Background: an optimization exercise with open tools, aiming at small area and a short achievable clock period. Do not read the settings as production practice. No functional check of the RTL was part of any run shown here. No activity file was given, so power comes from the tool's default toggle rates.

<file path="constraint.sdc">
create_clock -name core_clock -period 7.0 [get_ports {clk}]
set_input_delay 1.4000 -clock core_clock [delete_from_list [all_inputs] [get_ports {clk}]]
set_output_delay 1.4000 -clock core_clock [all_outputs]
set_load 0.01 [all_outputs]
</file>
<file path="config.mk">
export PLATFORM = sky130hd
export DESIGN_NAME = mult8_reg
export DESIGN_NICKNAME = mult8_reg
export VERILOG_FILES = /design/flow/design.v
export SDC_FILE = /design/flow/constraint.sdc
export NUM_CORES = 4
export LEC_CHECK = 0
export CAP_MARGIN = 20
export CORE_MARGIN = 2
export CORE_UTILIZATION = 40
export SLEW_MARGIN = 20
</file>
<file path="design.v">
`timescale 1ns / 1ps
module half_adder_beh(
    input x, y,
    output reg s, c
    );
    always @(x, y)
    begin
        s = x ^ y;
        if (x & y)
        begin
            c = 1'b1;
        end 
        else
        begin
            c = 1'b0;
        end
    end
endmodule
`timescale 1ns / 1ps
module fa_structural(
    input x, y, cin,
    output s, cout
    );
    wire s1, a0, a1;
    xor X0 (s1, x, y);
    xor X1 (s , s1, cin);
    and A0 (a0, s1, cin);
    and A1 (a1, x, y);
    or O0 (cout, a0, a1);
endmodule
`timescale 1ns / 1ps
module array_multiplier_8bit(
    input [7:0] a, b,
    output [15:0] z
    );
    wire [55:0] s, c;
    half_adder_beh HA0 (.x(a[1] & b[0]), .y(a[0] & b[1]), .s(s[0]), .c(c[0]));
    half_adder_beh HA1 (.x(a[2] & b[0]), .y(a[1] & b[1]), .s(s[1]), .c(c[1]));
    half_adder_beh HA2 (.x(a[3] & b[0]), .y(a[2] & b[1]), .s(s[2]), .c(c[2]));
    half_adder_beh HA3 (.x(a[4] & b[0]), .y(a[3] & b[1]), .s(s[3]), .c(c[3]));
    half_adder_beh HA4 (.x(a[5] & b[0]), .y(a[4] & b[1]), .s(s[4]), .c(c[4]));
    half_adder_beh HA5 (.x(a[6] & b[0]), .y(a[5] & b[1]), .s(s[5]), .c(c[5]));
    half_adder_beh HA6 (.x(a[7] & b[0]), .y(a[6] & b[1]), .s(s[6]), .c(c[6]));
    half_adder_beh HA7 (.x(s[43]), .y(c[42]), .s(s[49]), .c(c[49]));
    fa_structural FA0 (.x(s[1]), .y(a[0] & b[2]), .cin(c[0]), .s(s[7]), .cout(c[7]));
    fa_structural FA1 (.x(s[2]), .y(a[1] & b[2]), .cin(c[1]), .s(s[8]), .cout(c[8]));
    fa_structural FA2 (.x(s[3]), .y(a[2] & b[2]), .cin(c[2]), .s(s[9]), .cout(c[9]));
    fa_structural FA3 (.x(s[4]), .y(a[3] & b[2]), .cin(c[3]), .s(s[10]), .cout(c[10]));
    fa_structural FA4 (.x(s[5]), .y(a[4] & b[2]), .cin(c[4]), .s(s[11]), .cout(c[11]));
    fa_structural FA5 (.x(s[6]), .y(a[5] & b[2]), .cin(c[5]), .s(s[12]), .cout(c[12]));
    fa_structural FA6 (.x(a[7] & b[1]), .y(a[6] & b[2]), .cin(c[6]), .s(s[13]), .cout(c[13]));
    fa_structural FA7 (.x(s[8]), .y(a[0] & b[3]), .cin(c[7]), .s(s[14]), .cout(c[14]));
    fa_structural FA8 (.x(s[9]), .y(a[1] & b[3]), .cin(c[8]), .s(s[15]), .cout(c[15]));
    fa_structural FA9 (.x(s[10]), .y(a[2] & b[3]), .cin(c[9]), .s(s[16]), .cout(c[16]));
    fa_structural FA10 (.x(s[11]), .y(a[3] & b[3]), .cin(c[10]), .s(s[17]), .cout(c[17]));
    fa_structural FA11 (.x(s[12]), .y(a[4] & b[3]), .cin(c[11]), .s(s[18]), .cout(c[18]));
    fa_structural FA12 (.x(s[13]), .y(a[5] & b[3]), .cin(c[12]), .s(s[19]), .cout(c[19]));
    fa_structural FA13 (.x(a[7] & b[2]), .y(a[6] & b[3]), .cin(c[13]), .s(s[20]), .cout(c[20]));
    fa_structural FA14 (.x(s[15]), .y(a[0] & b[4]), .cin(c[14]), .s(s[21]), .cout(c[21]));
    fa_structural FA15 (.x(s[16]), .y(a[1] & b[4]), .cin(c[15]), .s(s[22]), .cout(c[22]));
    fa_structural FA16 (.x(s[17]), .y(a[2] & b[4]), .cin(c[16]), .s(s[23]), .cout(c[23]));
    fa_structural FA17 (.x(s[18]), .y(a[3] & b[4]), .cin(c[17]), .s(s[24]), .cout(c[24]));
    fa_structural FA18 (.x(s[19]), .y(a[4] & b[4]), .cin(c[18]), .s(s[25]), .cout(c[25]));
    fa_structural FA19 (.x(s[20]), .y(a[5] & b[4]), .cin(c[19]), .s(s[26]), .cout(c[26]));
    fa_structural FA20 (.x(a[7] & b[3]), .y(a[6] & b[4]), .cin(c[20]), .s(s[27]), .cout(c[27]));
    fa_structural FA21 (.x(s[22]), .y(a[0] & b[5]), .cin(c[21]), .s(s[28]), .cout(c[28]));
    fa_structural FA22 (.x(s[23]), .y(a[1] & b[5]), .cin(c[22]), .s(s[29]), .cout(c[29]));
    fa_structural FA23 (.x(s[24]), .y(a[2] & b[5]), .cin(c[23]), .s(s[30]), .cout(c[30]));
    fa_structural FA24 (.x(s[25]), .y(a[3] & b[5]), .cin(c[24]), .s(s[31]), .cout(c[31]));
    fa_structural FA25 (.x(s[26]), .y(a[4] & b[5]), .cin(c[25]), .s(s[32]), .cout(c[32]));
    fa_structural FA26 (.x(s[27]), .y(a[5] & b[5]), .cin(c[26]), .s(s[33]), .cout(c[33]));
    fa_structural FA27 (.x(a[7] & b[4]), .y(a[6] & b[5]), .cin(c[27]), .s(s[34]), .cout(c[34]));
    fa_structural FA28 (.x(s[29]), .y(a[0] & b[6]), .cin(c[28]), .s(s[35]), .cout(c[35]));
    fa_structural FA29 (.x(s[30]), .y(a[1] & b[6]), .cin(c[29]), .s(s[36]), .cout(c[36]));
    fa_structural FA30 (.x(s[31]), .y(a[2] & b[6]), .cin(c[30]), .s(s[37]), .cout(c[37]));
    fa_structural FA31 (.x(s[32]), .y(a[3] & b[6]), .cin(c[31]), .s(s[38]), .cout(c[38]));
    fa_structural FA32 (.x(s[33]), .y(a[4] & b[6]), .cin(c[32]), .s(s[39]), .cout(c[39]));
    fa_structural FA33 (.x(s[34]), .y(a[5] & b[6]), .cin(c[33]), .s(s[40]), .cout(c[40]));
    fa_structural FA34 (.x(a[7] & b[5]), .y(a[6] & b[6]), .cin(c[34]), .s(s[41]), .cout(c[41]));
    fa_structural FA35 (.x(s[36]), .y(a[0] & b[7]), .cin(c[35]), .s(s[42]), .cout(c[42]));
    fa_structural FA36 (.x(s[37]), .y(a[1] & b[7]), .cin(c[36]), .s(s[43]), .cout(c[43]));
    fa_structural FA37 (.x(s[38]), .y(a[2] & b[7]), .cin(c[37]), .s(s[44]), .cout(c[44]));
    fa_structural FA38 (.x(s[39]), .y(a[3] & b[7]), .cin(c[38]), .s(s[45]), .cout(c[45]));
    fa_structural FA39 (.x(s[40]), .y(a[4] & b[7]), .cin(c[39]), .s(s[46]), .cout(c[46]));
    fa_structural FA40 (.x(s[41]), .y(a[5] & b[7]), .cin(c[40]), .s(s[47]), .cout(c[47]));
    fa_structural FA41 (.x(a[7] & b[6]), .y(a[6] & b[7]), .cin(c[41]), .s(s[48]), .cout(c[48]));
    fa_structural FA42 (.x(s[44]), .y(c[49]), .cin(c[43]), .s(s[50]), .cout(c[50]));
    fa_structural FA43 (.x(s[45]), .y(c[50]), .cin(c[44]), .s(s[51]), .cout(c[51]));
    fa_structural FA44 (.x(s[46]), .y(c[51]), .cin(c[45]), .s(s[52]), .cout(c[52]));
    fa_structural FA45 (.x(s[47]), .y(c[52]), .cin(c[46]), .s(s[53]), .cout(c[53]));
    fa_structural FA46 (.x(s[48]), .y(c[53]), .cin(c[47]), .s(s[54]), .cout(c[54]));
    fa_structural FA47 (.x(a[7] & b[7]), .y(c[54]), .cin(c[48]), .s(s[55]), .cout(c[55]));
    assign z[0] = a[0] & b[0];
    assign z[1] = s[0];
    assign z[2] = s[7];
    assign z[3] = s[14];
    assign z[4] = s[21];
    assign z[5] = s[28];
    assign z[6] = s[35];
    assign z[7] = s[42];
    assign z[8] = s[49];
    assign z[9] = s[50];
    assign z[10] = s[51];
    assign z[11] = s[52];
    assign z[12] = s[53];
    assign z[13] = s[54];
    assign z[14] = s[55];
    assign z[15] = c[55];
endmodule
`timescale 1ns / 1ps
module mult8_reg(
    input clk,
    input [7:0] a, b,
    output reg [15:0] z
    );
    reg [7:0] a_q;
    reg [9:1] a3_q;
    reg [2:0] sel1_q, sel2_q, sel3_q, sel4_q;
    reg [1:0] neg_q;
    wire [3:0] dg0 = {b[2], b[1], b[0], 1'b0};
    wire [3:0] dg1 = {b[5], b[4], b[3], b[2]};
    wire [3:0] dg2 = {1'b0, b[7], b[6], b[5]};
    function [4:0] booth;
        input [3:0] d;
        case (d)
            4'b0000: booth = 5'b0_0000;
            4'b0001: booth = 5'b0_0001;
            4'b0010: booth = 5'b0_0001;
            4'b0011: booth = 5'b0_0010;
            4'b0100: booth = 5'b0_0010;
            4'b0101: booth = 5'b0_0100;
            4'b0110: booth = 5'b0_0100;
            4'b0111: booth = 5'b0_1000;
            4'b1000: booth = 5'b1_1000;
            4'b1001: booth = 5'b1_0100;
            4'b1010: booth = 5'b1_0100;
            4'b1011: booth = 5'b1_0010;
            4'b1100: booth = 5'b1_0010;
            4'b1101: booth = 5'b1_0001;
            4'b1110: booth = 5'b1_0001;
            default: booth = 5'b0_0000;
        endcase
    endfunction
    wire [4:0] bd0 = booth(dg0);
    wire [4:0] bd1 = booth(dg1);
    wire [4:0] bd2 = booth(dg2);
    wire t3_g1;
    wire t3_p1;
    wire t3_g2;
    wire t3_p2;
    wire t3_g3;
    wire t3_p3;
    wire t3_g4;
    wire t3_p4;
    wire t3_g5;
    wire t3_p5;
    wire t3_g6;
    wire t3_p6;
    wire t3_g7;
    wire t3_p7;
    wire t3_G1_1;
    wire t3_P1_1;
    wire t3_G1_3;
    wire t3_P1_3;
    wire t3_G1_5;
    wire t3_P1_5;
    wire t3_G1_7;
    wire t3_P1_7;
    wire t3_G1_9;
    wire t3_P1_9;
    wire t3_G2_2;
    wire t3_P2_2;
    wire t3_G2_3;
    wire t3_P2_3;
    wire t3_G2_6;
    wire t3_P2_6;
    wire t3_G2_7;
    wire t3_P2_7;
    wire t3_G4_4;
    wire t3_P4_4;
    wire t3_G4_5;
    wire t3_P4_5;
    wire t3_G4_6;
    wire t3_P4_6;
    wire t3_G4_7;
    wire t3_P4_7;
    wire t3_G8_8;
    wire t3_P8_8;
    wire t3_G8_9;
    wire t3_P8_9;
    wire t3_t1;
    wire t3_s1;
    wire t3_t2;
    wire t3_s2;
    wire t3_t3;
    wire t3_s3;
    wire t3_t4;
    wire t3_s4;
    wire t3_t5;
    wire t3_s5;
    wire t3_t6;
    wire t3_s6;
    wire t3_t7;
    wire t3_s7;
    wire t3_s8;
    wire r0_0;
    wire r0_1;
    wire r0_2;
    wire r0_3;
    wire r0_4;
    wire r0_5;
    wire r0_6;
    wire r0_7;
    wire r0_8;
    wire r0_9;
    wire r1_0;
    wire r1_1;
    wire r1_2;
    wire r1_3;
    wire r1_4;
    wire r1_5;
    wire r1_6;
    wire r1_7;
    wire r1_8;
    wire r1_9;
    wire r2_0;
    wire r2_1;
    wire r2_2;
    wire r2_3;
    wire r2_4;
    wire r2_5;
    wire r2_6;
    wire r2_7;
    wire r2_8;
    wire r2_9;
    wire e13;
    wire e14;
    wire hs0;
    wire hc0;
    wire hs1;
    wire hc1;
    wire hs2;
    wire hc2;
    wire fs0;
    wire fc0;
    wire fs1;
    wire fc1;
    wire fs2;
    wire fc2;
    wire fs3;
    wire fc3;
    wire fs4;
    wire fc4;
    wire fs5;
    wire fc5;
    wire fs6;
    wire fc6;
    wire hs3;
    wire hc3;
    wire hs4;
    wire hc4;
    wire hs5;
    wire hc5;
    wire [15:0] psum;
    assign t3_g1 = a[1] & a[0];
    assign t3_p1 = a[1] | a[0];
    assign t3_g2 = a[2] & a[1];
    assign t3_p2 = a[2] | a[1];
    assign t3_g3 = a[3] & a[2];
    assign t3_p3 = a[3] | a[2];
    assign t3_g4 = a[4] & a[3];
    assign t3_p4 = a[4] | a[3];
    assign t3_g5 = a[5] & a[4];
    assign t3_p5 = a[5] | a[4];
    assign t3_g6 = a[6] & a[5];
    assign t3_p6 = a[6] | a[5];
    assign t3_g7 = a[7] & a[6];
    assign t3_p7 = a[7] | a[6];
    assign t3_G1_1 = t3_g1 | (t3_p1 & 1'b0);
    assign t3_P1_1 = t3_p1 & a[0];
    assign t3_G1_3 = t3_g3 | (t3_p3 & t3_g2);
    assign t3_P1_3 = t3_p3 & t3_p2;
    assign t3_G1_5 = t3_g5 | (t3_p5 & t3_g4);
    assign t3_P1_5 = t3_p5 & t3_p4;
    assign t3_G1_7 = t3_g7 | (t3_p7 & t3_g6);
    assign t3_P1_7 = t3_p7 & t3_p6;
    assign t3_G1_9 = 1'b0 | (1'b0 & 1'b0);
    assign t3_P1_9 = 1'b0 & a[7];
    assign t3_G2_2 = t3_g2 | (t3_p2 & t3_G1_1);
    assign t3_P2_2 = t3_p2 & t3_P1_1;
    assign t3_G2_3 = t3_G1_3 | (t3_P1_3 & t3_G1_1);
    assign t3_P2_3 = t3_P1_3 & t3_P1_1;
    assign t3_G2_6 = t3_g6 | (t3_p6 & t3_G1_5);
    assign t3_P2_6 = t3_p6 & t3_P1_5;
    assign t3_G2_7 = t3_G1_7 | (t3_P1_7 & t3_G1_5);
    assign t3_P2_7 = t3_P1_7 & t3_P1_5;
    assign t3_G4_4 = t3_g4 | (t3_p4 & t3_G2_3);
    assign t3_P4_4 = t3_p4 & t3_P2_3;
    assign t3_G4_5 = t3_G1_5 | (t3_P1_5 & t3_G2_3);
    assign t3_P4_5 = t3_P1_5 & t3_P2_3;
    assign t3_G4_6 = t3_G2_6 | (t3_P2_6 & t3_G2_3);
    assign t3_P4_6 = t3_P2_6 & t3_P2_3;
    assign t3_G4_7 = t3_G2_7 | (t3_P2_7 & t3_G2_3);
    assign t3_P4_7 = t3_P2_7 & t3_P2_3;
    assign t3_G8_8 = 1'b0 | (a[7] & t3_G4_7);
    assign t3_P8_8 = a[7] & t3_P4_7;
    assign t3_G8_9 = t3_G1_9 | (t3_P1_9 & t3_G4_7);
    assign t3_P8_9 = t3_P1_9 & t3_P4_7;
    assign t3_t1 = a[0] ^ 1'b0;
    assign t3_s1 = a[1] ^ t3_t1;
    assign t3_t2 = a[1] ^ t3_G1_1;
    assign t3_s2 = a[2] ^ t3_t2;
    assign t3_t3 = a[2] ^ t3_G2_2;
    assign t3_s3 = a[3] ^ t3_t3;
    assign t3_t4 = a[3] ^ t3_G2_3;
    assign t3_s4 = a[4] ^ t3_t4;
    assign t3_t5 = a[4] ^ t3_G4_4;
    assign t3_s5 = a[5] ^ t3_t5;
    assign t3_t6 = a[5] ^ t3_G4_5;
    assign t3_s6 = a[6] ^ t3_t6;
    assign t3_t7 = a[6] ^ t3_G4_6;
    assign t3_s7 = a[7] ^ t3_t7;
    assign t3_s8 = a[7] ^ t3_G4_7;
    assign r0_0 = ((sel1_q[0] & a_q[0]) | (sel3_q[0] & a_q[0])) ^ neg_q[0];
    assign r0_1 = ((sel1_q[0] & a_q[1]) | (sel2_q[0] & a_q[0]) | (sel3_q[0] & a3_q[1])) ^ neg_q[0];
    assign r0_2 = ((sel1_q[0] & a_q[2]) | (sel2_q[0] & a_q[1]) | (sel3_q[0] & a3_q[2]) | (sel4_q[0] & a_q[0])) ^ neg_q[0];
    assign r0_3 = ((sel1_q[0] & a_q[3]) | (sel2_q[0] & a_q[2]) | (sel3_q[0] & a3_q[3]) | (sel4_q[0] & a_q[1])) ^ neg_q[0];
    assign r0_4 = ((sel1_q[0] & a_q[4]) | (sel2_q[0] & a_q[3]) | (sel3_q[0] & a3_q[4]) | (sel4_q[0] & a_q[2])) ^ neg_q[0];
    assign r0_5 = ((sel1_q[0] & a_q[5]) | (sel2_q[0] & a_q[4]) | (sel3_q[0] & a3_q[5]) | (sel4_q[0] & a_q[3])) ^ neg_q[0];
    assign r0_6 = ((sel1_q[0] & a_q[6]) | (sel2_q[0] & a_q[5]) | (sel3_q[0] & a3_q[6]) | (sel4_q[0] & a_q[4])) ^ neg_q[0];
    assign r0_7 = ((sel1_q[0] & a_q[7]) | (sel2_q[0] & a_q[6]) | (sel3_q[0] & a3_q[7]) | (sel4_q[0] & a_q[5])) ^ neg_q[0];
    assign r0_8 = ((sel2_q[0] & a_q[7]) | (sel3_q[0] & a3_q[8]) | (sel4_q[0] & a_q[6])) ^ neg_q[0];
    assign r0_9 = ((sel3_q[0] & a3_q[9]) | (sel4_q[0] & a_q[7])) ^ neg_q[0];
    assign r1_0 = ((sel1_q[1] & a_q[0]) | (sel3_q[1] & a_q[0])) ^ neg_q[1];
    assign r1_1 = ((sel1_q[1] & a_q[1]) | (sel2_q[1] & a_q[0]) | (sel3_q[1] & a3_q[1])) ^ neg_q[1];
    assign r1_2 = ((sel1_q[1] & a_q[2]) | (sel2_q[1] & a_q[1]) | (sel3_q[1] & a3_q[2]) | (sel4_q[1] & a_q[0])) ^ neg_q[1];
    assign r1_3 = ((sel1_q[1] & a_q[3]) | (sel2_q[1] & a_q[2]) | (sel3_q[1] & a3_q[3]) | (sel4_q[1] & a_q[1])) ^ neg_q[1];
    assign r1_4 = ((sel1_q[1] & a_q[4]) | (sel2_q[1] & a_q[3]) | (sel3_q[1] & a3_q[4]) | (sel4_q[1] & a_q[2])) ^ neg_q[1];
    assign r1_5 = ((sel1_q[1] & a_q[5]) | (sel2_q[1] & a_q[4]) | (sel3_q[1] & a3_q[5]) | (sel4_q[1] & a_q[3])) ^ neg_q[1];
    assign r1_6 = ((sel1_q[1] & a_q[6]) | (sel2_q[1] & a_q[5]) | (sel3_q[1] & a3_q[6]) | (sel4_q[1] & a_q[4])) ^ neg_q[1];
    assign r1_7 = ((sel1_q[1] & a_q[7]) | (sel2_q[1] & a_q[6]) | (sel3_q[1] & a3_q[7]) | (sel4_q[1] & a_q[5])) ^ neg_q[1];
    assign r1_8 = ((sel2_q[1] & a_q[7]) | (sel3_q[1] & a3_q[8]) | (sel4_q[1] & a_q[6])) ^ neg_q[1];
    assign r1_9 = ((sel3_q[1] & a3_q[9]) | (sel4_q[1] & a_q[7])) ^ neg_q[1];
    assign r2_0 = (sel1_q[2] & a_q[0]) | (sel3_q[2] & a_q[0]);
    assign r2_1 = (sel1_q[2] & a_q[1]) | (sel2_q[2] & a_q[0]) | (sel3_q[2] & a3_q[1]);
    assign r2_2 = (sel1_q[2] & a_q[2]) | (sel2_q[2] & a_q[1]) | (sel3_q[2] & a3_q[2]) | (sel4_q[2] & a_q[0]);
    assign r2_3 = (sel1_q[2] & a_q[3]) | (sel2_q[2] & a_q[2]) | (sel3_q[2] & a3_q[3]) | (sel4_q[2] & a_q[1]);
    assign r2_4 = (sel1_q[2] & a_q[4]) | (sel2_q[2] & a_q[3]) | (sel3_q[2] & a3_q[4]) | (sel4_q[2] & a_q[2]);
    assign r2_5 = (sel1_q[2] & a_q[5]) | (sel2_q[2] & a_q[4]) | (sel3_q[2] & a3_q[5]) | (sel4_q[2] & a_q[3]);
    assign r2_6 = (sel1_q[2] & a_q[6]) | (sel2_q[2] & a_q[5]) | (sel3_q[2] & a3_q[6]) | (sel4_q[2] & a_q[4]);
    assign r2_7 = (sel1_q[2] & a_q[7]) | (sel2_q[2] & a_q[6]) | (sel3_q[2] & a3_q[7]) | (sel4_q[2] & a_q[5]);
    assign r2_8 = (sel2_q[2] & a_q[7]) | (sel3_q[2] & a3_q[8]) | (sel4_q[2] & a_q[6]);
    assign r2_9 = (sel3_q[2] & a3_q[9]) | (sel4_q[2] & a_q[7]);
    assign e13 = neg_q[0] ^ neg_q[1];
    assign e14 = neg_q[0] | neg_q[1];
    assign hs0 = neg_q[1] ^ r0_3;
    assign hc0 = neg_q[1] & r0_3;
    assign hs1 = r0_4 ^ r1_1;
    assign hc1 = r0_4 & r1_1;
    assign hs2 = r0_5 ^ r1_2;
    assign hc2 = r0_5 & r1_2;
    assign fs0 = r0_6 ^ r1_3 ^ r2_0;
    assign fc0 = (r0_6 & r1_3) | (r2_0 & (r0_6 ^ r1_3));
    assign fs1 = r0_7 ^ r1_4 ^ r2_1;
    assign fc1 = (r0_7 & r1_4) | (r2_1 & (r0_7 ^ r1_4));
    assign fs2 = r0_8 ^ r1_5 ^ r2_2;
    assign fc2 = (r0_8 & r1_5) | (r2_2 & (r0_8 ^ r1_5));
    assign fs3 = r0_9 ^ r1_6 ^ r2_3;
    assign fc3 = (r0_9 & r1_6) | (r2_3 & (r0_9 ^ r1_6));
    assign fs4 = neg_q[0] ^ r1_7 ^ r2_4;
    assign fc4 = (neg_q[0] & r1_7) | (r2_4 & (neg_q[0] ^ r1_7));
    assign fs5 = neg_q[0] ^ r1_8 ^ r2_5;
    assign fc5 = (neg_q[0] & r1_8) | (r2_5 & (neg_q[0] ^ r1_8));
    assign fs6 = neg_q[0] ^ r1_9 ^ r2_6;
    assign fc6 = (neg_q[0] & r1_9) | (r2_6 & (neg_q[0] ^ r1_9));
    assign hs3 = e13 ^ r2_7;
    assign hc3 = e13 & r2_7;
    assign hs4 = e14 ^ r2_8;
    assign hc4 = e14 & r2_8;
    assign hs5 = e14 ^ r2_9;
    assign hc5 = e14 & r2_9;
    assign psum = {hc4, hc3, hs3, fc5, fc4, fc3, fc2, fc1, fc0, hc2, hc1, hc0, r1_0, r0_2, r0_1, neg_q[0]} + {hs5, hs4, fc6, fs6, fs5, fs4, fs3, fs2, fs1, fs0, hs2, hs1, hs0, 1'b0, 1'b0, r0_0};
    always @(posedge clk) begin
        a_q <= a;
        a3_q <= {t3_G8_8, t3_s8, t3_s7, t3_s6, t3_s5, t3_s4, t3_s3, t3_s2, t3_s1};
        {sel4_q[0], sel3_q[0], sel2_q[0], sel1_q[0]} <= bd0[3:0];
        {sel4_q[1], sel3_q[1], sel2_q[1], sel1_q[1]} <= bd1[3:0];
        {sel4_q[2], sel3_q[2], sel2_q[2], sel1_q[2]} <= bd2[3:0];
        neg_q <= {bd1[4], bd0[4]};
        z <= {psum[15], psum[14], psum[13], psum[12], psum[11], psum[10], psum[9], psum[8], psum[7], psum[6], psum[5], psum[4], psum[3], psum[2], psum[1], psum[0]};
    end
endmodule
</file>
<file path="run.sh">
#!/bin/bash
# synth_recipe.tcl (not shown) runs the flow's synth.tcl, then flattens the netlist and writes it again
# the make line also repeats each setting of config.mk as NAME=value (left out here)
make -C /OpenROAD-flow-scripts/flow DESIGN_CONFIG=/design/flow/config.mk WORK_HOME=/design/flow/orfs CLKGATE_MAP_FILE= SYNTH_SCRIPT=/design/flow/synth_recipe.tcl finish
</file>
==> results.toml, run 1 <==
[clocking]
cts_hold_buffers = 0
clkLatencyLatePin_ns = 0.31
clock_sinks = 47
clkTransAtPathRegs_ns = 0.09
h-tree-depth = 2
cts_tree = "done"
post_cts_buffers = 0
cts_resized = 0
root_buffer = "clkbuf_8"
cts.path.max_buffers = 2
cts_made_buffers = 5

[grt]
grt_pass1_wl_microns = 11000
grt_max_degree = 17
overflow = 0
grt_pass1_vias = 2372
antenna_found_initial = 0
track_usage_pct = 15.6

[sta]
fin_ws_ns = 3.31
setup_tns_ns = 0
relSlewSlack_pct = 45.9
clock_skew_ns = 0.00810
grt_setup_unrepaired = "no"
drv_slew = 0
tightest_slew_ns = 0.801
hold_violations = 0
timing.fmax_mhz = 271
min_period_ns = 3.69
finalSetupViolCount = 0
fin_crit_sh_pct = 52.7

[outcome]
status = "timing/DRC/antenna clean"

[detailed_routing]
vias = 2586
wire_per_inst_microns = 13.8
drc = 0
detail-route-antenna-nets = 0
drtIter0Drc = 178
viasPerCell = 5.54
firstDrtPassIters = 5
totalWireLength_microns = 6440

[synth]
synth_warnings = 1
synth_area_leaders = "dfxtp_1 29%, ha_1 11%, xnor2_1 8.0%"
synth_edf_count = 0
syn_nets = 400
yosys.area.top_type = "dfxtp_1"
syn_area_per_cell_sq_um = 9.20
synthCells = 347
ys_seq_elements = 47
synth_cell_types = 53
synth-main-ff-cell = "dfxtp_1"
async_reset_ff_share_pct = 0
synth-seq-area-share_pct = 29.5
netlist.area_leader.share_pct = 29.5
synth.cell_area_sq_um = 3190

[pwr]
p_clk_share_pct = 14.9
vdd.ir_drop.worst_uv = 99.1
pwr-share-seq_pct = 32.1
power.switching_w = 0.000442
internal_power_w = 0.000707
p_leak_nw = 1.53
p_total_w = 0.00115
power_density_nw_per_um2 = 317
comb_power_share_pct = 53.0
sw_frac_of_total_pct = 38.4

[hold_path]
min_path_type = "reg -> reg"

[setup_path]
cp.arrival_ns = 3.92
critPathRequiredTime_ns = 7.23
path_class = "reg -> reg"
rr_worst_depth = 11
crit_path_start_kind = "flip-flop"
crit_end = "z[14]"
rrSetupSlack_ns = 3.31
worstSetupStartpoint = "sel3_q[1]"
r2r-end = "z[14]"
worstSetupEndpointType = "flip-flop"
crit_fanout = 10
regToRegStartpoint = "sel3_q[1]"

[layout]
diodes = 0
syn2layout_area_growth_pct = 13.5
num-fill-cells = 755
fin_nets = 417
utilization_pct = 46.9
final_area_sq_um = 3620
drive_gt1_share_pct = 4.93

[placed_design]
port_buffers = 32
place_congestion = 0.895
dp_slack_ns = 3.48
dpl.hpwl_microns = 5100
place_area_sq_um = 3530

[floorplanning]
fp.dieH_microns = 93.3
die_x_microns = 93.3
initial_core_util_pct = 41.3
std_cell_rows = 32
die-area_sq_um = 8710
coreArea_sq_um = 7730
ios = 33

[run]
cap_violations = 0
-- synthesized netlist by cell type, types with 2 or more instances --
cell type,instances
a211oi_1,2
a21oi_1,20
a221oi_1,16
a222oi_1,6
a22o_1,16
a22o_2,2
a22oi_1,7
a31oi_1,2
and2_1,6
and3_1,4
buf_2,6
buf_6,2
clkbuf_1,13
dfxtp_1,47
fa_1,8
ha_1,28
inv_1,34
inv_2,2
mux2_2,2
mux2i_1,4
nand2_1,12
nand3_1,4
nand4_1,2
nor2_1,10
nor2b_1,3
nor3_1,7
nor4b_1,2
o2111a_1,2
o21ai_0,15
o21bai_1,2
o22ai_1,2
o311ai_0,2
or3_1,2
xnor2_1,29
xor2_1,8
-- logic make-up after synthesis --
group	count (synthesis)	share of synthesized area, %
AND/OR/NAND/NOR	58	9.64
flip-flops	47	29.5
adder cells (fa/ha/maj)	36	16.0
XOR/XNOR	37	10.2
buffers and inverters	58	7.64
AO/OA/AOI/OAI	104	24.7
multiplexers	7	2.43
-- worst min-delay path by stage --
stage	to	slack (ns)	cells after the start	from
after floorplan	z[0]	0.54	2	neg_q[0]
after CTS	z[0]	0.68	1	neg_q[0]
final	z[0]	0.67	1	neg_q[0]
after global placement	z[0]	0.67	1	neg_q[0]
after global routing	z[0]	0.71	1	neg_q[0]
after detailed placement	z[0]	0.67	1	neg_q[0]
-- metal layers --
layer	GRT usage, %	share of wire, %
met3	2.82	6.1
met5	0	0
met4	4.78	1.4
met1	20.0	46
met2	26.5	47
-- placed cells by master, fill, tap and decap left out, drive strengths merged, types with 3 or more instances in the layout --
| cell type | n |
|---|---|
| clkbuf | 5 |
| and3 | 4 |
| a221oi | 16 |
| and2 | 6 |
| inv | 38 |
| fa | 8 |
| a22o | 18 |
| a222oi | 6 |
| nor2b | 3 |
| xor2 | 8 |
| xnor2 | 29 |
| clkdlybuf4s50 | 32 |
| nand3 | 4 |
| a31oi | 3 |
| nand2 | 12 |
| nor2 | 10 |
| a21oi | 20 |
| o21ai | 15 |
| ha | 28 |
| mux2i | 4 |
| a22oi | 7 |
| dfxtp | 47 |
| nor3 | 7 |
| mux2 | 3 |
-- registers in the layout, indices dropped and copies added, names as in the netlist --
register,flops
z,16
a3_q,9
a_q,8
sel1_q,3
sel2_q,3
sel3_q,3
sel4_q,3
neg_q,2
-- through the flow --
stage | instances | hold slack, ns
global placement | 459 | 0.670
CTS | 467 | 0.679
finish | 467 | 0.673
detailed placement | 459 | 0.667
floorplan | 347 | 0.544
global route | 467 | 0.715
-- critical path, cell delays in order (launching register included) --
cell and delay [ns]:
dfxtp_1 0.42, a22o_1 0.24, a221oi_1 0.32, xnor2_1 0.14, fa_1 0.51, inv_1 0.04
ha_1 0.36, and4_1 0.32, nand2_1 0.08, nor4b_1 0.67, o21ai_0 0.27, a211oi_1 0.24
-- area by class of cell --
type                            instances  area, sq um  share of cell area (%)
Clock buffer                            5         68.8                    1.90
Multi-Input combinational cell        242         2010                    55.4
Inverter                               36          135                    3.73
Timing Repair Buffer                   32          320                    8.84
Tap cell                              102          128                    3.52
Clock inverter                          3         22.5                   0.622
Sequential cell                        47          941                    26.0
-- power by group through the flow --
stage / Combinational [W] / Clock (W) / Sequential, W
2_1_floorplan: 0.000426 / 0 / 0.000378
3_3_place_gp: 0.000600 / 0 / 0.000375
3_5_place_dp: 0.000609 / 0 / 0.000376
4_1_cts: 0.000611 / 0.000178 / 0.000369
5_1_grt: 0.000690 / 0.000190 / 0.000375
6_report: 0.000609 / 0.000171 / 0.000369
==> inputs of run 2 (changes only) <==
--- a/design.v
+++ b/design.v
@@ -144,124 +144,7 @@
     wire [4:0] bd0 = booth(dg0);
     wire [4:0] bd1 = booth(dg1);
     wire [4:0] bd2 = booth(dg2);
-    wire t3_g1;
-    wire t3_p1;
-    wire t3_g2;
-    wire t3_p2;
-    wire t3_g3;
-    wire t3_p3;
-    wire t3_g4;
-    wire t3_p4;
-    wire t3_g5;
-    wire t3_p5;
-    wire t3_g6;
-    wire t3_p6;
-    wire t3_g7;
-    wire t3_p7;
-    wire t3_G1_1;
-    wire t3_P1_1;
-    wire t3_G1_3;
-    wire t3_P1_3;
-    wire t3_G1_5;
-    wire t3_P1_5;
-    wire t3_G1_7;
-    wire t3_P1_7;
-    wire t3_G1_9;
-    wire t3_P1_9;
-    wire t3_G2_2;
-    wire t3_P2_2;
-    wire t3_G2_3;
-    wire t3_P2_3;
-    wire t3_G2_6;
-    wire t3_P2_6;
-    wire t3_G2_7;
-    wire t3_P2_7;
-    wire t3_G4_4;
-    wire t3_P4_4;
-    wire t3_G4_5;
-    wire t3_P4_5;
-    wire t3_G4_6;
-    wire t3_P4_6;
-    wire t3_G4_7;
-    wire t3_P4_7;
-    wire t3_G8_8;
-    wire t3_P8_8;
-    wire t3_G8_9;
-    wire t3_P8_9;
-    wire t3_t1;
-    wire t3_s1;
-    wire t3_t2;
-    wire t3_s2;
-    wire t3_t3;
-    wire t3_s3;
-    wire t3_t4;
-    wire t3_s4;
-    wire t3_t5;
-    wire t3_s5;
-    wire t3_t6;
-    wire t3_s6;
-    wire t3_t7;
-    wire t3_s7;
-    wire t3_s8;
-    wire r0_0;
-    wire r0_1;
-    wire r0_2;
-    wire r0_3;
-    wire r0_4;
-    wire r0_5;
-    wire r0_6;
-    wire r0_7;
-    wire r0_8;
-    wire r0_9;
-    wire r1_0;
-    wire r1_1;
-    wire r1_2;
-    wire r1_3;
-    wire r1_4;
-    wire r1_5;
-    wire r1_6;
-    wire r1_7;
-    wire r1_8;
-    wire r1_9;
-    wire r2_0;
-    wire r2_1;
-    wire r2_2;
-    wire r2_3;
-    wire r2_4;
-    wire r2_5;
-    wire r2_6;
-    wire r2_7;
-    wire r2_8;
-    wire r2_9;
-    wire e13;
-    wire e14;
-    wire hs0;
-    wire hc0;
-    wire hs1;
-    wire hc1;
-    wire hs2;
-    wire hc2;
-    wire fs0;
-    wire fc0;
-    wire fs1;
-    wire fc1;
-    wire fs2;
-    wire fc2;
-    wire fs3;
-    wire fc3;
-    wire fs4;
-    wire fc4;
-    wire fs5;
-    wire fc5;
-    wire fs6;
-    wire fc6;
-    wire hs3;
-    wire hc3;
-    wire hs4;
-    wire hc4;
-    wire hs5;
-    wire hc5;
-    wire [15:0] psum;
+    wire t3_g1, t3_p1, t3_g2, t3_p2, t3_g3, t3_p3, t3_g4, t3_p4, t3_g5, t3_p5, t3_g6, t3_p6, t3_g7, t3_p7, t3_G1_1, t3_P1_1, t3_G1_3, t3_P1_3, t3_G1_5, t3_P1_5, t3_G1_7, t3_P1_7, t3_G1_9, t3_P1_9, t3_G2_2, t3_P2_2, t3_G2_3, t3_P2_3, t3_G2_6, t3_P2_6, t3_G2_7, t3_P2_7, t3_G4_4, t3_P4_4, t3_G4_5, t3_P4_5, t3_G4_6, t3_P4_6, t3_G4_7, t3_P4_7, t3_G8_8, t3_P8_8, t3_G8_9, t3_P8_9, t3_t1, t3_s1, t3_t2, t3_s2, t3_t3, t3_s3, t3_t4, t3_s4, t3_t5, t3_s5, t3_t6, t3_s6, t3_t7, t3_s7, t3_s8, r0_0, r0_1, r0_2, r0_3, r0_4, r0_5, r0_6, r0_7, r0_8, r0_9, r1_0, r1_1, r1_2, r1_3, r1_4, r1_5, r1_6, r1_7, r1_8, r1_9, r2_0, r2_1, r2_2, r2_3, r2_4, r2_5, r2_6, r2_7, r2_8, r2_9, e13, e14, hs0, hc0, hs1, hc1, hs2, hc2, fs0, fc0, fs1, fc1, fs2, fc2, fs3, fc3, fs4, fc4, fs5, fc5, fs6, fc6, hs3, hc3, hs4, hc4, hs5, hc5, f_g0, f_p0, f_g3, f_p3, f_g4, f_p4, f_g5, f_p5, f_g6, f_p6, f_g7, f_p7, f_g8, f_p8, f_g9, f_p9, f_g10, f_p10, f_g11, f_p11, f_g12, f_p12, f_g13, f_p13, f_g14, f_p14, f_g15, f_p15, f_G1_1, f_P1_1, f_G1_3, f_P1_3, f_G1_5, f_P1_5, f_G1_7, f_P1_7, f_G1_9, f_P1_9, f_G1_11, f_P1_11, f_G1_13, f_P1_13, f_G1_15, f_P1_15, f_G2_2, f_P2_2, f_G2_3, f_P2_3, f_G2_6, f_P2_6, f_G2_7, f_P2_7, f_G2_10, f_P2_10, f_G2_11, f_P2_11, f_G2_14, f_P2_14, f_G2_15, f_P2_15, f_G4_4, f_P4_4, f_G4_5, f_P4_5, f_G4_6, f_P4_6, f_G4_7, f_P4_7, f_G4_12, f_P4_12, f_G4_13, f_P4_13, f_G4_14, f_P4_14, f_G4_15, f_P4_15, f_G8_8, f_P8_8, f_G8_9, f_P8_9, f_G8_10, f_P8_10, f_G8_11, f_P8_11, f_G8_12, f_P8_12, f_G8_13, f_P8_13, f_G8_14, f_P8_14, f_G8_15, f_P8_15, f_s0, f_s1, f_s2, f_t3, f_s3, f_t4, f_s4, f_t5, f_s5, f_t6, f_s6, f_t7, f_s7, f_t8, f_s8, f_t9, f_s9, f_t10, f_s10, f_t11, f_s11, f_t12, f_s12, f_t13, f_s13, f_t14, f_s14, f_t15, f_s15;
     assign t3_g1 = a[1] & a[0];
     assign t3_p1 = a[1] | a[0];
     assign t3_g2 = a[2] & a[1];
@@ -379,7 +262,127 @@
     assign hc4 = e14 & r2_8;
     assign hs5 = e14 ^ r2_9;
     assign hc5 = e14 & r2_9;
-    assign psum = {hc4, hc3, hs3, fc5, fc4, fc3, fc2, fc1, fc0, hc2, hc1, hc0, r1_0, r0_2, r0_1, neg_q[0]} + {hs5, hs4, fc6, fs6, fs5, fs4, fs3, fs2, fs1, fs0, hs2, hs1, hs0, 1'b0, 1'b0, r0_0};
+    assign f_g0 = neg_q[0] & r0_0;
+    assign f_p0 = neg_q[0] | r0_0;
+    assign f_g3 = r1_0 & hs0;
+    assign f_p3 = r1_0 | hs0;
+    assign f_g4 = hc0 & hs1;
+    assign f_p4 = hc0 | hs1;
+    assign f_g5 = hc1 & hs2;
+    assign f_p5 = hc1 | hs2;
+    assign f_g6 = hc2 & fs0;
+    assign f_p6 = hc2 | fs0;
+    assign f_g7 = fc0 & fs1;
+    assign f_p7 = fc0 | fs1;
+    assign f_g8 = fc1 & fs2;
+    assign f_p8 = fc1 | fs2;
+    assign f_g9 = fc2 & fs3;
+    assign f_p9 = fc2 | fs3;
+    assign f_g10 = fc3 & fs4;
+    assign f_p10 = fc3 | fs4;
+    assign f_g11 = fc4 & fs5;
+    assign f_p11 = fc4 | fs5;
+    assign f_g12 = fc5 & fs6;
+    assign f_p12 = fc5 | fs6;
+    assign f_g13 = hs3 & fc6;
+    assign f_p13 = hs3 | fc6;
+    assign f_g14 = hc3 & hs4;
+    assign f_p14 = hc3 | hs4;
+    assign f_g15 = hc4 & hs5;
+    assign f_p15 = hc4 | hs5;
+    assign f_G1_1 = 1'b0 | (r0_1 & f_g0);
+    assign f_P1_1 = r0_1 & f_p0;
+    assign f_G1_3 = f_g3 | (f_p3 & 1'b0);
+    assign f_P1_3 = f_p3 & r0_2;
+    assign f_G1_5 = f_g5 | (f_p5 & f_g4);
+    assign f_P1_5 = f_p5 & f_p4;
+    assign f_G1_7 = f_g7 | (f_p7 & f_g6);
+    assign f_P1_7 = f_p7 & f_p6;
+    assign f_G1_9 = f_g9 | (f_p9 & f_g8);
+    assign f_P1_9 = f_p9 & f_p8;
+    assign f_G1_11 = f_g11 | (f_p11 & f_g10);
+    assign f_P1_11 = f_p11 & f_p10;
+    assign f_G1_13 = f_g13 | (f_p13 & f_g12);
+    assign f_P1_13 = f_p13 & f_p12;
+    assign f_G1_15 = f_g15 | (f_p15 & f_g14);
+    assign f_P1_15 = f_p15 & f_p14;
+    assign f_G2_2 = 1'b0 | (r0_2 & f_G1_1);
+    assign f_P2_2 = r0_2 & f_P1_1;
+    assign f_G2_3 = f_G1_3 | (f_P1_3 & f_G1_1);
+    assign f_P2_3 = f_P1_3 & f_P1_1;
+    assign f_G2_6 = f_g6 | (f_p6 & f_G1_5);
+    assign f_P2_6 = f_p6 & f_P1_5;
+    assign f_G2_7 = f_G1_7 | (f_P1_7 & f_G1_5);
+    assign f_P2_7 = f_P1_7 & f_P1_5;
+    assign f_G2_10 = f_g10 | (f_p10 & f_G1_9);
+    assign f_P2_10 = f_p10 & f_P1_9;
+    assign f_G2_11 = f_G1_11 | (f_P1_11 & f_G1_9);
+    assign f_P2_11 = f_P1_11 & f_P1_9;
+    assign f_G2_14 = f_g14 | (f_p14 & f_G1_13);
+    assign f_P2_14 = f_p14 & f_P1_13;
+    assign f_G2_15 = f_G1_15 | (f_P1_15 & f_G1_13);
+    assign f_P2_15 = f_P1_15 & f_P1_13;
+    assign f_G4_4 = f_g4 | (f_p4 & f_G2_3);
+    assign f_P4_4 = f_p4 & f_P2_3;
+    assign f_G4_5 = f_G1_5 | (f_P1_5 & f_G2_3);
+    assign f_P4_5 = f_P1_5 & f_P2_3;
+    assign f_G4_6 = f_G2_6 | (f_P2_6 & f_G2_3);
+    assign f_P4_6 = f_P2_6 & f_P2_3;
+    assign f_G4_7 = f_G2_7 | (f_P2_7 & f_G2_3);
+    assign f_P4_7 = f_P2_7 & f_P2_3;
+    assign f_G4_12 = f_g12 | (f_p12 & f_G2_11);
+    assign f_P4_12 = f_p12 & f_P2_11;
+    assign f_G4_13 = f_G1_13 | (f_P1_13 & f_G2_11);
+    assign f_P4_13 = f_P1_13 & f_P2_11;
+    assign f_G4_14 = f_G2_14 | (f_P2_14 & f_G2_11);
+    assign f_P4_14 = f_P2_14 & f_P2_11;
+    assign f_G4_15 = f_G2_15 | (f_P2_15 & f_G2_11);
+    assign f_P4_15 = f_P2_15 & f_P2_11;
+    assign f_G8_8 = f_g8 | (f_p8 & f_G4_7);
+    assign f_P8_8 = f_p8 & f_P4_7;
+    assign f_G8_9 = f_G1_9 | (f_P1_9 & f_G4_7);
+    assign f_P8_9 = f_P1_9 & f_P4_7;
+    assign f_G8_10 = f_G2_10 | (f_P2_10 & f_G4_7);
+    assign f_P8_10 = f_P2_10 & f_P4_7;
+    assign f_G8_11 = f_G2_11 | (f_P2_11 & f_G4_7);
+    assign f_P8_11 = f_P2_11 & f_P4_7;
+    assign f_G8_12 = f_G4_12 | (f_P4_12 & f_G4_7);
+    assign f_P8_12 = f_P4_12 & f_P4_7;
+    assign f_G8_13 = f_G4_13 | (f_P4_13 & f_G4_7);
+    assign f_P8_13 = f_P4_13 & f_P4_7;
+    assign f_G8_14 = f_G4_14 | (f_P4_14 & f_G4_7);
+    assign f_P8_14 = f_P4_14 & f_P4_7;
+    assign f_G8_15 = f_G4_15 | (f_P4_15 & f_G4_7);
+    assign f_P8_15 = f_P4_15 & f_P4_7;
+    assign f_s0 = neg_q[0] ^ r0_0;
+    assign f_s1 = r0_1 ^ f_g0;
+    assign f_s2 = r0_2 ^ f_G1_1;
+    assign f_t3 = hs0 ^ f_G2_2;
+    assign f_s3 = r1_0 ^ f_t3;
+    assign f_t4 = hs1 ^ f_G2_3;
+    assign f_s4 = hc0 ^ f_t4;
+    assign f_t5 = hs2 ^ f_G4_4;
+    assign f_s5 = hc1 ^ f_t5;
+    assign f_t6 = fs0 ^ f_G4_5;
+    assign f_s6 = hc2 ^ f_t6;
+    assign f_t7 = fs1 ^ f_G4_6;
+    assign f_s7 = fc0 ^ f_t7;
+    assign f_t8 = fs2 ^ f_G4_7;
+    assign f_s8 = fc1 ^ f_t8;
+    assign f_t9 = fs3 ^ f_G8_8;
+    assign f_s9 = fc2 ^ f_t9;
+    assign f_t10 = fs4 ^ f_G8_9;
+    assign f_s10 = fc3 ^ f_t10;
+    assign f_t11 = fs5 ^ f_G8_10;
+    assign f_s11 = fc4 ^ f_t11;
+    assign f_t12 = fs6 ^ f_G8_11;
+    assign f_s12 = fc5 ^ f_t12;
+    assign f_t13 = fc6 ^ f_G8_12;
+    assign f_s13 = hs3 ^ f_t13;
+    assign f_t14 = hs4 ^ f_G8_13;
+    assign f_s14 = hc3 ^ f_t14;
+    assign f_t15 = hs5 ^ f_G8_14;
+    assign f_s15 = hc4 ^ f_t15;
     always @(posedge clk) begin
         a_q <= a;
         a3_q <= {t3_G8_8, t3_s8, t3_s7, t3_s6, t3_s5, t3_s4, t3_s3, t3_s2, t3_s1};
@@ -387,6 +390,6 @@
         {sel4_q[1], sel3_q[1], sel2_q[1], sel1_q[1]} <= bd1[3:0];
         {sel4_q[2], sel3_q[2], sel2_q[2], sel1_q[2]} <= bd2[3:0];
         neg_q <= {bd1[4], bd0[4]};
-        z <= {psum[15], psum[14], psum[13], psum[12], psum[11], psum[10], psum[9], psum[8], psum[7], psum[6], psum[5], psum[4], psum[3], psum[2], psum[1], psum[0]};
+        z <= {f_s15, f_s14, f_s13, f_s12, f_s11, f_s10, f_s9, f_s8, f_s7, f_s6, f_s5, f_s4, f_s3, f_s2, f_s1, f_s0};
     end
 endmodule
==> flow/run.sh (new file) <==
#!/bin/bash
# Own layout flow: the standard ORFS flow (standard.sh) with one change in
# synthesis: Yosys's extract_fa step is skipped and ABC maps the logic with a
# delay-targeted script (flow/abc.script) instead of ORFS's abc_speed script.
# Everything else (register names, flatten, rename, floorplan ... finish) is the
# standard flow, except that the port buffers are buf_4 cells. Each tool writes its full log under orfs/logs/ as in ORFS;
# this script's own output goes to flow_run.log.
set -euo pipefail
W=$PWD
exec > >(tee -a "$W/flow_run.log") 2>&1

python3 - "$W" <<'PY'
import sys, pathlib
w = pathlib.Path(sys.argv[1])
import os
src = pathlib.Path(os.environ["FLOW_HOME"]) / "scripts" / "synth.tcl"
s = src.read_text()
pre = "source $::env(SCRIPTS_DIR)/synth_preamble.tcl\n"
fa = "  extract_fa {*}[dont_use_extract_fa_args]\n"
assert s.count(pre) == 1 and s.count(fa) == 1, "synth.tcl changed"
s = s.replace(pre, pre + (
    "set abc_args [list -script %s {*}$lib_args {*}$lib_dont_use_args"
    " -constr $::env(OBJECTS_DIR)/abc.constr]\n" % (w / "flow" / "abc.script")))
s = s.replace(fa, "")
(w / "flow_synth_core.tcl").write_text(s)
b = (w / "synth_recipe.tcl").read_text()
line = "source $::env(SCRIPTS_DIR)/synth.tcl"
assert b.count(line) == 1, "synth_recipe.tcl changed"
(w / "flow_synth.tcl").write_text(b.replace(line, "source %s" % (w / "flow_synth_core.tcl")))
t = (w / "standard.sh").read_text()
old = "SYNTH_SCRIPT=%s" % (w / "synth_recipe.tcl")
assert t.count(old) == 1, "standard.sh changed"
(w / "flow_standard.sh").write_text(t.replace(old, "SYNTH_SCRIPT=%s" % (w / "flow_synth.tcl")))
PY

bash "$W/flow_standard.sh" BUFFER_PORTS_ARGS="-buffer_cell sky130_fd_sc_hd__buf_4" finish > "$W/flow_make.log" 2>&1 || { tail -40 "$W/flow_make.log"; exit 1; }
tail -5 "$W/flow_make.log"
test -s "$W/out/final.def"
==> flow/abc.script (new file) <==
strash
dch -f
map -D 2000
topo
buffer -p
upsize 2000
dnsize 2000
stime -p
==> standard.sh (new file) <==
#!/bin/bash
# synth_recipe.tcl (not shown) runs the flow's synth.tcl, then flattens the netlist and writes it again
# the make line also repeats each setting of config.mk as NAME=value (left out here)
make -C /OpenROAD-flow-scripts/flow DESIGN_CONFIG=/design/flow/config.mk WORK_HOME=/design/flow/orfs CLKGATE_MAP_FILE= SYNTH_SCRIPT=/design/flow/synth_recipe.tcl "${@:-finish}"
removed: run.sh
==> results.toml, run 2 <==
[pwr]
internal_power_w = 0.000587
p_total_w = 0.000936
vdd.ir_drop.worst_uv = 152
power_density_nw_per_um2 = 285
p_leak_nw = 1.58
pwr-share-seq_pct = 37.7
comb_power_share_pct = 43.5
power.switching_w = 0.000349
sw_frac_of_total_pct = 37.3
p_clk_share_pct = 18.7

[clocking]
post_cts_buffers = 0
cts_tree = "done"
cts.path.max_buffers = 2
cts_hold_buffers = 0
clock_sinks = 47
h-tree-depth = 2
root_buffer = "clkbuf_8"
cts_made_buffers = 5
cts_resized = 0
clkLatencyLatePin_ns = 0.31
clkTransAtPathRegs_ns = 0.10

[outcome]
status = "timing/DRC/antenna clean"

[synth]
synth_cell_types = 39
synth.top_cells.by_count = "80 x nand2_1, 52 x nor2_1, 48 x inv_1"
synth_edf_count = 0
ys_seq_elements = 47
async_reset_ff_share_pct = 0
synth_warnings = 1
synthCells = 408
synth-seq-area-share_pct = 32.9
yosys.area.top_type = "dfxtp_1"
netlist.area_leader.share_pct = 32.9
syn_nets = 425
synth_area_leaders = "dfxtp_1 33%, xor2_1 11%, nand2_1 11%"
synth.cell_area_sq_um = 2860
syn_area_per_cell_sq_um = 7.00
synth.most_common_cell = "nand2_1"
synth-main-ff-cell = "dfxtp_1"

[layout]
seq_area_sq_um = 941
multi_input_area_sq_um = 1670
drive_gt1_share_pct = 14.6
regMostFlops = "z"
layout_commonest_cell = "nand2_1"
syn2layout_area_growth_pct = 14.9
largest_reg_flops = 16
diodes = 0
final_cell_mix = "80 x nand2_1, 52 x nor2_1, 48 x inv_1"
num-fill-cells = 708
top_regs = "z (16), a3_q (9), a_q (8)"
fin_nets = 460

[sta]
hold_violations = 0
fin_crit_sh_pct = 36.0
timing.fmax_mhz = 396
min_period_ns = 2.52
tightest_slew_ns = 0.629
finalSetupViolCount = 0
grt_setup_unrepaired = "no"
clock_skew_ns = 0.00886
relSlewSlack_pct = 58.1
drv_slew = 0
setup_tns_ns = 0

[floorplanning]
coreArea_sq_um = 6870
ios = 33
die-area_sq_um = 7830
std_cell_rows = 30
fp.dieH_microns = 88.5
die_x_microns = 88.5
initial_core_util_pct = 41.6

[setup_path]
timing.critical_path.slowest_stage_cell = "dfxtp_1"
slowest_delay_ns = 0.37
crit_path_start_kind = "flip-flop"
path_class = "reg -> reg"
cp.arrival_ns = 2.73
crit_fanout = 5
worst-path-buf-inv = 2
cp_top_family = "compound AO/OA/AOI/OAI gates"
critPathRequiredTime_ns = 7.20
cp_cell_sequence = "inv_1 > o22ai_1 > a21oi_1 > nand2_1 > xor2_1 > or2_4 > a21boi_1 > inv_1 > nand2_1 > nand2_1 > a21oi_2 > o211a_4 > o21ai_4 > nand2_2 > nand2_1 > xor2_1"
worstSetupEndpointType = "flip-flop"
cp_common_cell = "nand2_1"

[detailed_routing]
detail-route-antenna-nets = 0
vias = 2598
wire_per_inst_microns = 11.3
drtIter0Drc = 186
totalWireLength_microns = 6080
firstDrtPassIters = 5
drc = 0
viasPerCell = 4.81

[grt]
overflow = 0
grt_pass1_vias = 2311
track_usage_pct = 16.9
antenna_found_initial = 0
grt_max_degree = 18
grt_pass1_wl_microns = 10500

[run]
cap_violations = 0

[placed_design]
dpl.hpwl_microns = 4960
place_congestion = 0.959
port_buffers = 32

[hold_path]
min_path_type = "reg -> reg"
## run 2: cell types whose count changed after synthesis, moves of 7 or more
| cell | before | now |
|---|---|---|
| fa_1 | 8 | 0 |
| o22ai_1 | 2 | 9 |
| nor2_1 | 10 | 52 |
| a221oi_1 | 16 | 3 |
| clkbuf_1 | 13 | 0 |
| nand2_1 | 12 | 80 |
| inv_1 | 34 | 48 |
| or2_1 | 1 | 8 |
| xnor2_1 | 29 | 8 |
| xor2_1 | 8 | 35 |
| o21ai_0 | 15 | 25 |
| inv_2 | 2 | 10 |
| a22o_1 | 16 | 1 |
| ha_1 | 28 | 0 |
## run 2: path summary, 6_finish.rpt
| check | slack [ns] | end | cells past startpoint | start |
|---|---|---|---|---|
| worst max-delay path | 4.48 | z[14] | 16 | sel2_q[0] |
| worst min-delay path | 0.63 | z[1] | 2 | neg_q[0] |
| worst max register to register | 4.48 | z[14] | 16 | sel2_q[0] |
| worst min register to register | 0.63 | z[1] | 2 | neg_q[0] |
## run 2: area by class of cell
type	count	area share, %
Multi-Input combinational cell	299	50.8
Inverter	58	6.63
Tap cell	96	3.66
Clock inverter	3	0.839
Sequential cell	47	28.7
Clock buffer	5	2.10
Timing Repair Buffer	32	7.32
## run 2: layer usage
layer | share of wire, % | routed length, microns | GRT usage (%) | up-vias
met4 | 1.9 | 115 | 6.06 | 0
li1 | - | - | - | 1396
met3 | 5.0 | 306 | 3.26 | 10
met5 | 0 | 0 | 0 | -
met1 | 48 | 2940 | 22.3 | 1129
met2 | 45 | 2720 | 27.7 | 63
## run 2: worst reg2reg max path, delay by kind of cell (launching register included)
kind            cells  cell delay (ns)
simple gates        6             0.60
xor+xnor            2             0.30
compound gates      6             0.93
buf+inv             2             0.22
flops               1             0.37
## run 2: stage by stage
step | cell area [sq um] | setup slack [ns] | utilization (%) | hold WS (ns) | instances
after global placement | 3190 | 4.49 | 46.4 | 0.629 | 532
after detailed placement | 3190 | 4.44 | 46.4 | 0.621 | 532
after global routing | 3280 | 4.22 | 47.8 | 0.676 | 540
after floorplan | 2860 | 4.69 | - | 0.551 | 408
final | 3280 | 4.48 | 47.8 | 0.627 | 540
after CTS | 3280 | 4.49 | 47.8 | 0.635 | 540
## run 2: kinds of logic after synthesis
group	count (synthesis)	synth area share [%]
buffers and inverters	62	8.72
AO/OA/AOI/OAI	88	20.2
XOR/XNOR	43	13.2
flip-flops	47	32.9
AND/OR/NAND/NOR	168	24.9
## run 2: power groups by stage
stage | Combinational (W) | Clock (W) | Sequential (W)
2_1_floorplan | 0.000278 | 0 | 0.000375
3_3_place_gp | 0.000406 | 0 | 0.000360
3_5_place_dp | 0.000410 | 0 | 0.000359
4_1_cts | 0.000411 | 0.000181 | 0.000353
5_1_grt | 0.000466 | 0.000192 | 0.000360
6_report | 0.000407 | 0.000175 | 0.000353
==> inputs of run 3 (changes only) <==
--- a/flow/run.sh
+++ b/flow/run.sh
@@ -3,7 +3,8 @@
 # synthesis: Yosys's extract_fa step is skipped and ABC maps the logic with a
 # delay-targeted script (flow/abc.script) instead of ORFS's abc_speed script.
 # Everything else (register names, flatten, rename, floorplan ... finish) is the
-# standard flow, except that the port buffers are buf_4 cells. Each tool writes its full log under orfs/logs/ as in ORFS;
+# standard flow, except that the port buffers are $PORT_BUF cells and heavily
+# loaded registers are upsized after global placement (flow/post_gp.tcl). Each tool writes its full log under orfs/logs/ as in ORFS;
 # this script's own output goes to flow_run.log.
 set -euo pipefail
 W=$PWD
@@ -33,6 +34,7 @@
 (w / "flow_standard.sh").write_text(t.replace(old, "SYNTH_SCRIPT=%s" % (w / "flow_synth.tcl")))
 PY
 
-bash "$W/flow_standard.sh" BUFFER_PORTS_ARGS="-buffer_cell sky130_fd_sc_hd__buf_4" finish > "$W/flow_make.log" 2>&1 || { tail -40 "$W/flow_make.log"; exit 1; }
+source "$W/flow/knobs.sh"
+bash "$W/flow_standard.sh" BUFFER_PORTS_ARGS="-buffer_cell $PORT_BUF" POST_GLOBAL_PLACE_TCL="$W/flow/post_gp.tcl" finish > "$W/flow_make.log" 2>&1 || { tail -40 "$W/flow_make.log"; exit 1; }
 tail -5 "$W/flow_make.log"
 test -s "$W/out/final.def"
==> flow/knobs.sh (new file) <==
PORT_BUF=sky130_fd_sc_hd__buf_4
export FLOW_FF_BIG=sky130_fd_sc_hd__dfxtp_2 FLOW_FF_FANOUT=4
==> flow/post_gp.tcl (new file) <==
# Upsize registers whose output drives many loads (drive strength only; the
# register cell type stays dfxtp).
set db [ord::get_db]
set big [$db findMaster $::env(FLOW_FF_BIG)]
set n 0
foreach inst [[ord::get_db_block] getInsts] {
  if {[[$inst getMaster] getName] ne "sky130_fd_sc_hd__dfxtp_1"} { continue }
  set q [$inst findITerm Q]
  set net [$q getNet]
  if {$net eq "NULL"} { continue }
  if {[llength [$net getITerms]] > $::env(FLOW_FF_FANOUT)} {
    $inst swapMaster $big
    incr n
  }
}
puts "post_gp: upsized $n registers to $::env(FLOW_FF_BIG)"
==> results.toml, run 3 <==
[outcome]
status = "timing/DRC/antenna clean"

[synth]
syn_nets = 425
synth_area_leaders = "dfxtp_1 33%, xor2_1 11%, nand2_1 11%"
synth.most_common_cell = "nand2_1"
async_reset_ff_share_pct = 0
synthCells = 408
ys_seq_elements = 47
yosys.area.top_type = "dfxtp_1"
synth.top_cells.by_count = "80 x nand2_1, 52 x nor2_1, 48 x inv_1"
synth_edf_count = 0
syn_area_per_cell_sq_um = 7.00
synth.cell_area_sq_um = 2860
synth_warnings = 1
synth-main-ff-cell = "dfxtp_1"
synth_cell_types = 39
netlist.area_leader.share_pct = 32.9
synth-seq-area-share_pct = 32.9

[pwr]
p_total_w = 0.000936
vdd.ir_drop.worst_uv = 136
power_density_nw_per_um2 = 284
p_leak_nw = 1.58

[clocking]
post_cts_buffers = 0
cts_tree = "done"
clkLatencyLatePin_ns = 0.31
cts_hold_buffers = 0
cts.path.max_buffers = 2
cts_made_buffers = 5
clock_sinks = 47
h-tree-depth = 2
root_buffer = "clkbuf_8"
clkTransAtPathRegs_ns = 0.10
cts_resized = 0

[layout]
layout_commonest_cell = "nand2_1"
diodes = 0
largest_reg_flops = 16
regMostFlops = "z"
final_area_sq_um = 3300
top_regs = "z (16), a3_q (9), a_q (8)"
final_cell_mix = "80 x nand2_1, 52 x nor2_1, 48 x inv_1"
syn2layout_area_growth_pct = 15.5
fin_nets = 460
drive_gt1_share_pct = 18.0

[hold_path]
min_path_type = "reg -> reg"
whs_path_depth = 2

[sta]
hold_violations = 0
tightest_slew_ns = 0.606
setup_tns_ns = 0
clock_skew_ns = 0.00546
fin_crit_sh_pct = 35.3
grt_setup_unrepaired = "no"
drv_slew = 0
fin_ws_ns = 4.53
min_period_ns = 2.47
relSlewSlack_pct = 59.2
finalSetupViolCount = 0
timing.fmax_mhz = 404

[setup_path]
path_class = "reg -> reg"
crit_fanout = 8
slowest_delay_ns = 0.32
cp.arrival_ns = 2.69
cp_common_cell = "nand2_1"
cp_cell_sequence = "inv_1 > o22ai_1 > a21oi_1 > nand2_1 > xor2_1 > or2_4 > a21boi_1 > inv_1 > nand2_1 > nand2_1 > a21oi_2 > o211a_4 > o21ai_4 > nand2_2 > nand2_1 > xor2_1"
crit_path_start_kind = "flip-flop"
timing.critical_path.slowest_stage_cell = "dfxtp_1"
worstSetupEndpointType = "flip-flop"
worst-path-buf-inv = 2
path_depth = 16
cp_top_family = "compound AO/OA/AOI/OAI gates"
critPathRequiredTime_ns = 7.21
rr_worst_depth = 16

[placed_design]
place_area_sq_um = 3200
port_buffers = 32
dpl.hpwl_microns = 5020
dp_slack_ns = 4.43

[floorplanning]
ios = 33
die_x_microns = 88.5
std_cell_rows = 30
coreArea_sq_um = 6870
die-area_sq_um = 7830
initial_core_util_pct = 41.6
fp.dieH_microns = 88.5

[run]
cap_violations = 0

[grt]
track_usage_pct = 17.2
antenna_found_initial = 0
grt_pass1_vias = 2289
grt_max_degree = 18
grt_pass1_wl_microns = 10600
overflow = 0

[detailed_routing]
wire_per_inst_microns = 11.4
drc = 0
drtIter0Drc = 145
vias = 2547
viasPerCell = 4.72
detail-route-antenna-nets = 0
firstDrtPassIters = 4
totalWireLength_microns = 6140
==> run 3: cell counts after synthesis <==
Identical to the previous run, type by type.
==> run 3: logic make-up (layout without fill, tap and decap cells) <==
logic type	count (synthesis)	count (layout)	share of synthesized area, %
AO/OA/AOI/OAI	88	88	20.2
XOR/XNOR	43	43	13.2
buffers and inverters	62	98	8.72
flip-flops	47	47	32.9
AND/OR/NAND/NOR	168	168	24.9
==> run 3: stage by stage <==
| stage | hold WS, ns | instances | util [%] |
|---|---|---|---|
| floorplan | 0.551 | 408 | - |
| global placement | 0.629 | 532 | 46.4 |
| detailed placement | 0.560 | 532 | 46.6 |
| CTS | 0.576 | 540 | 48.1 |
| global route | 0.594 | 540 | 48.1 |
| finish | 0.572 | 540 | 48.1 |
==> run 3: layout make-up <==
cell class,count,area (sq um)
Fill cell,702,3570
Multi-Input combinational cell,299,1670
Sequential cell,47,960
Timing Repair Buffer,32,240
Inverter,58,218
Tap cell,96,120
Clock buffer,5,68.8
Clock inverter,3,27.5
==> run 3: tightest hold or removal path, delay by kind of cell, from the launching register on <==
kind	cells	cell delay, ns
XOR/XNOR	1	0.06
flip-flops	1	0.38
AND/OR/NAND/NOR	1	0.09
==> run 3: path summary, 6_finish.rpt <==
check / start / end / slack [ns]
setup / recovery: a_q[4] / z[14] / 4.53
hold / removal: neg_q[0] / z[1] / 0.57
setup reg to reg: a_q[4] / z[14] / 4.53
hold reg to reg: neg_q[0] / z[1] / 0.57
==> run 3: metal layers <==
| metal | wire length, microns | track usage (%) | vias up |
|---|---|---|---|
| li1 | - | - | 1387 |
| met1 | 3040 | 22.9 | 1085 |
| met2 | 2730 | 28.3 | 68 |
| met3 | 290 | 3.08 | 7 |
| met4 | 82 | 5.10 | 0 |
| met5 | 0 | 0 | - |
==> run 3: power breakdown <==
| part | switching, W | total (W) | internal (W) |
|---|---|---|---|
| Clock | 0.0000999 | 0.000174 | 0.0000740 |
| Combinational | 0.000222 | 0.000408 | 0.000186 |
| Sequential | 0.0000266 | 0.000354 | 0.000328 |
| Total | 0.000348 | 0.000936 | 0.000588 |

-- re-timing with driven ports --
The flow's constraints put no driver on any port. The routed layouts listed below were extracted and timed again, unchanged, in two steps. Step 1 sets driving cells, clkbuf_16 on the clock port and buf_2 on the other inputs (assumed; they add their load-dependent delay and slew). Step 2 also shifts input and output timing later by t, the mid clock arrival at the registers, as if the neighbouring blocks saw the same clock. a / b / c = ideal ports / drivers / drivers and shift; a / b = the first two.
| run | t, ns | slack for setup (ns) | hold slack, ns | worst setup path at the end | worst register clock-pin slew, ns |
|---|---|---|---|---|---|
| run 1 | 0.332 | 3.308 / 3.308 / 3.308 | 0.673 / 0.673 / 0.673 | register to register | 0.09 / 0.09 |
| run 2 | 0.334 | 4.477 / 4.477 / 4.442 | 0.627 / 0.627 / 0.627 | input to register | 0.10 / 0.10 |
| run 3 | 0.337 | 4.526 / 4.526 / 4.439 | 0.572 / 0.572 / 0.572 | input to register | 0.10 / 0.10 |
After both steps setup and hold are still met in every run listed. For run 3, which loses most, drivers alone change the setup slack by 0.000 ns; drivers and shift together by -0.087 ns.
